Context: an optimization exercise on an open-source flow, tuned for small area, a short achievable clock period and few clock cycles per item. The choices shown serve that exercise and are no tape-out recipe.
In this exercise RTL edits were held to simulation tests only and were not proved equivalent to the original.
No activity file was given, so power comes from the tool's default toggle rates.

==> 02-23 <==
// simple_modular_adder
module simple_modular_adder(a,b,clk,rst,out,done);
input [255:0] a,b;
input clk,rst;
output [255:0] out;
output done;
wire [254:6] hs;
wire [62:0] bg, bp;
wire [31:0] pg, pp, eg;
wire [5:0] l0, l1;
wire c0, c1;
ma_low u_low(.a(a[4:0]), .b(b[4:0]), .x5(a[5] ^ b[5]), .l0(l0), .l1(l1), .c0(c0), .c1(c1));
ma_blk4 u_a0(.a(a[9:6]), .b(b[9:6]), .al(a[5]), .bl(b[5]), .hs(hs[9:6]), .bg(bg[0]), .bp(bp[0]));
ma_blk4 u_a1(.a(a[13:10]), .b(b[13:10]), .al(a[9]), .bl(b[9]), .hs(hs[13:10]), .bg(bg[1]), .bp(bp[1]));
ma_blk4 u_a2(.a(a[17:14]), .b(b[17:14]), .al(a[13]), .bl(b[13]), .hs(hs[17:14]), .bg(bg[2]), .bp(bp[2]));
ma_blk4 u_a3(.a(a[21:18]), .b(b[21:18]), .al(a[17]), .bl(b[17]), .hs(hs[21:18]), .bg(bg[3]), .bp(bp[3]));
ma_blk4 u_a4(.a(a[25:22]), .b(b[25:22]), .al(a[21]), .bl(b[21]), .hs(hs[25:22]), .bg(bg[4]), .bp(bp[4]));
ma_blk4 u_a5(.a(a[29:26]), .b(b[29:26]), .al(a[25]), .bl(b[25]), .hs(hs[29:26]), .bg(bg[5]), .bp(bp[5]));
ma_blk4 u_a6(.a(a[33:30]), .b(b[33:30]), .al(a[29]), .bl(b[29]), .hs(hs[33:30]), .bg(bg[6]), .bp(bp[6]));
ma_blk4 u_a7(.a(a[37:34]), .b(b[37:34]), .al(a[33]), .bl(b[33]), .hs(hs[37:34]), .bg(bg[7]), .bp(bp[7]));
  ...
Settings: LEC_CHECK=0, CAP_MARGIN=20, CORE_MARGIN=2, CORE_UTILIZATION=40, CTS_CLUSTER_DIAMETER=60, CTS_CLUSTER_SIZE=25, SETUP_SLACK_MARGIN=2.45, SLEW_MARGIN=20, SYNTH_HIERARCHICAL=1; clock period 5.0 ns.
standard.sh (not shown) runs the stock make flow with config.mk's settings and CLKGATE_MAP_FILE= SYNTH_SCRIPT=/design/flow/synth_recipe.tcl, a recipe that flattens the netlist after the stock synthesis.
==> flow/flow/run.sh <==
#!/bin/bash
# Layout flow: the standard ORFS flow (standard.sh), run on a config (own.mk) that
# includes the standard flow's config.mk and adds two settings:
#  - the port buffers are the smallest plain buffer, sky130_fd_sc_hd__buf_1, instead of
#    the delay cell buffer_ports picks by default (every port still gets its buffer);
#  - slow cells with long PMOS stacks (3- and 4-input OR/NOR and some complex AOI/OAI
#    gates) are added to the platform's don't-use list.
# Synthesis, registers, floorplan, power grid, tap cells, CTS and routing are the standard
# flow's. The make output goes to standard.log; ORFS keeps each step's log under orfs/logs.
set -euo pipefail
here=$(pwd)
cat > own.mk <<EOM
include $here/config.mk
export BUFFER_PORTS_ARGS = -buffer_cell sky130_fd_sc_hd__buf_1
export DONT_USE_CELLS = sky130_fd_sc_hd__nor3_1 sky130_fd_sc_hd__nor3_2 sky130_fd_sc_hd__nor3_4 sky130_fd_sc_hd__nor3b_1 sky130_fd_sc_hd__nor3b_2 sky130_fd_sc_hd__nor3b_4 sky130_fd_sc_hd__nor4_1 sky130_fd_sc_hd__nor4_2 sky130_fd_sc_hd__nor4_4 sky130_fd_sc_hd__nor4b_1 sky130_fd_sc_hd__nor4b_2 sky130_fd_sc_hd__nor4b_4 sky130_fd_sc_hd__nor4bb_1 sky130_fd_sc_hd__nor4bb_2 sky130_fd_sc_hd__nor4bb_4 sky130_fd_sc_hd__or3_1 sky130_fd_sc_hd__or3_2 sky130_fd_sc_hd__or3_4 sky130_fd_sc_hd__or3b_1 sky130_fd_sc_hd__or3b_2 sky130_fd_sc_hd__or3b_4 sky130_fd_sc_hd__or4_1 sky130_fd_sc_hd__or4_2 sky130_fd_sc_hd__or4_4 sky130_fd_sc_hd__or4b_1 sky130_fd_sc_hd__or4b_2 sky130_fd_sc_hd__or4b_4 sky130_fd_sc_hd__or4bb_1 sky130_fd_sc_hd__or4bb_2 sky130_fd_sc_hd__or4bb_4  sky130_fd_sc_hd__a2111o_1 sky130_fd_sc_hd__a2111o_2 sky130_fd_sc_hd__a2111o_4 sky130_fd_sc_hd__a2111oi_0 sky130_fd_sc_hd__a2111oi_1 sky130_fd_sc_hd__a2111oi_2 sky130_fd_sc_hd__a2111oi_4 sky130_fd_sc_hd__a222oi_1 sky130_fd_sc_hd__a2bb2o_1 sky130_fd_sc_hd__a2bb2o_2 sky130_fd_sc_hd__a2bb2o_4 sky130_fd_sc_hd__a2bb2oi_1 sky130_fd_sc_hd__a2bb2oi_2 sky130_fd_sc_hd__a2bb2oi_4 sky130_fd_sc_hd__a311o_1 sky130_fd_sc_hd__a311o_2 sky130_fd_sc_hd__a311o_4 sky130_fd_sc_hd__a311oi_1 sky130_fd_sc_hd__a311oi_2 sky130_fd_sc_hd__a311oi_4 sky130_fd_sc_hd__a32o_1 sky130_fd_sc_hd__a32o_2 sky130_fd_sc_hd__a32o_4 sky130_fd_sc_hd__a32oi_1 sky130_fd_sc_hd__a32oi_2 sky130_fd_sc_hd__a32oi_4 sky130_fd_sc_hd__a41o_1 sky130_fd_sc_hd__a41o_2 sky130_fd_sc_hd__a41o_4 sky130_fd_sc_hd__a41oi_1 sky130_fd_sc_hd__a41oi_2 sky130_fd_sc_hd__a41oi_4 sky130_fd_sc_hd__o2111a_1 sky130_fd_sc_hd__o2111a_2 sky130_fd_sc_hd__o2111a_4 sky130_fd_sc_hd__o2111ai_1 sky130_fd_sc_hd__o2111ai_2 sky130_fd_sc_hd__o2111ai_4 sky130_fd_sc_hd__o2bb2a_1 sky130_fd_sc_hd__o2bb2a_2 sky130_fd_sc_hd__o2bb2a_4 sky130_fd_sc_hd__o2bb2ai_1 sky130_fd_sc_hd__o2bb2ai_2 sky130_fd_sc_hd__o2bb2ai_4 sky130_fd_sc_hd__o311a_1 sky130_fd_sc_hd__o311a_2 sky130_fd_sc_hd__o311a_4 sky130_fd_sc_hd__o311ai_0 sky130_fd_sc_hd__o311ai_1 sky130_fd_sc_hd__o311ai_2 sky130_fd_sc_hd__o311ai_4 sky130_fd_sc_hd__o32a_1 sky130_fd_sc_hd__o32a_2 sky130_fd_sc_hd__o32a_4 sky130_fd_sc_hd__o32ai_1 sky130_fd_sc_hd__o32ai_2 sky130_fd_sc_hd__o32ai_4 sky130_fd_sc_hd__o41a_1 sky130_fd_sc_hd__o41a_2 sky130_fd_sc_hd__o41a_4 sky130_fd_sc_hd__o41ai_1 sky130_fd_sc_hd__o41ai_2 sky130_fd_sc_hd__o41ai_4 
EOM
sed "s#DESIGN_CONFIG=[^ ]*#DESIGN_CONFIG=$here/own.mk#" standard.sh > own.sh
bash own.sh > standard.log 2>&1
==> 04-26: changes against 02-23 <==
CTS_CLUSTER_DIAMETER = 70   (was 60)
CTS_CLUSTER_SIZE = 30   (was 25)
SETUP_SLACK_MARGIN = 2.3   (was 2.45)
SYNTH_MINIMUM_KEEP_SIZE = 200   (was default)
==> summary of the runs <==
- 04-26 went through all stages and came out clean. 02-23 produced a clean layout.
- In 02-23 the combinational power is higher than in 04-26, by 11%.
- Against 04-26, the utilization of 02-23 is higher by 4.2 points.
- First-iteration DRC count is about the same in 04-26 and 02-23.
- In 02-23 the critical path depth is higher than in 04-26, by 2.
- In 04-26 the sequential power is smaller than in 02-23, by about 0.9%.
- Of 02-23 and 04-26, 02-23 has the higher worst setup slack (gap 0.044 ns).
Testbench counts of 02-23, summed over its fixed seeds: cycles 1,024, items 512.
Testbench counts of 04-26, summed over its fixed seeds: cycles 1,024, items 512.

[what the ideal ports hide]
Ports are ideal in the flow. The routed layouts listed here were re-timed in OpenROAD.
Step 1 (the two cells are an assumption about what drives the block):
set clk [get_ports {clk}]
set_driving_cell -lib_cell sky130_fd_sc_hd__clkbuf_16 $clk
set_driving_cell -lib_cell sky130_fd_sc_hd__buf_2 [delete_from_list [all_inputs] $clk]
Step 2, shift: input delay + t, output delay - t, t = (earliest + latest rising clock arrival at the registers) / 2. This alone moves slack from input paths to output paths.
a / b / c = ideal / step 1 / step 2; a / b = the first two.
| run | t (ns) | setup slack, ns | worst register clock-pin slew, ns | worst slew at a driven data input, ns | pins driven straight from the clock port |
|---|---|---|---|---|---|
| 02-23 | 0.629 | 2.356 / 2.356 / 1.862 | 0.09 / 0.09 | 0.12 | 1 |
| 04-26 | 0.623 | 2.313 / 2.313 / 1.797 | 0.11 / 0.11 | 0.12 | 1 |
After both steps every run listed still meets setup and hold. For 04-26, which loses most, drivers alone change the setup slack by 0.000 ns; drivers and shift together by -0.516 ns.
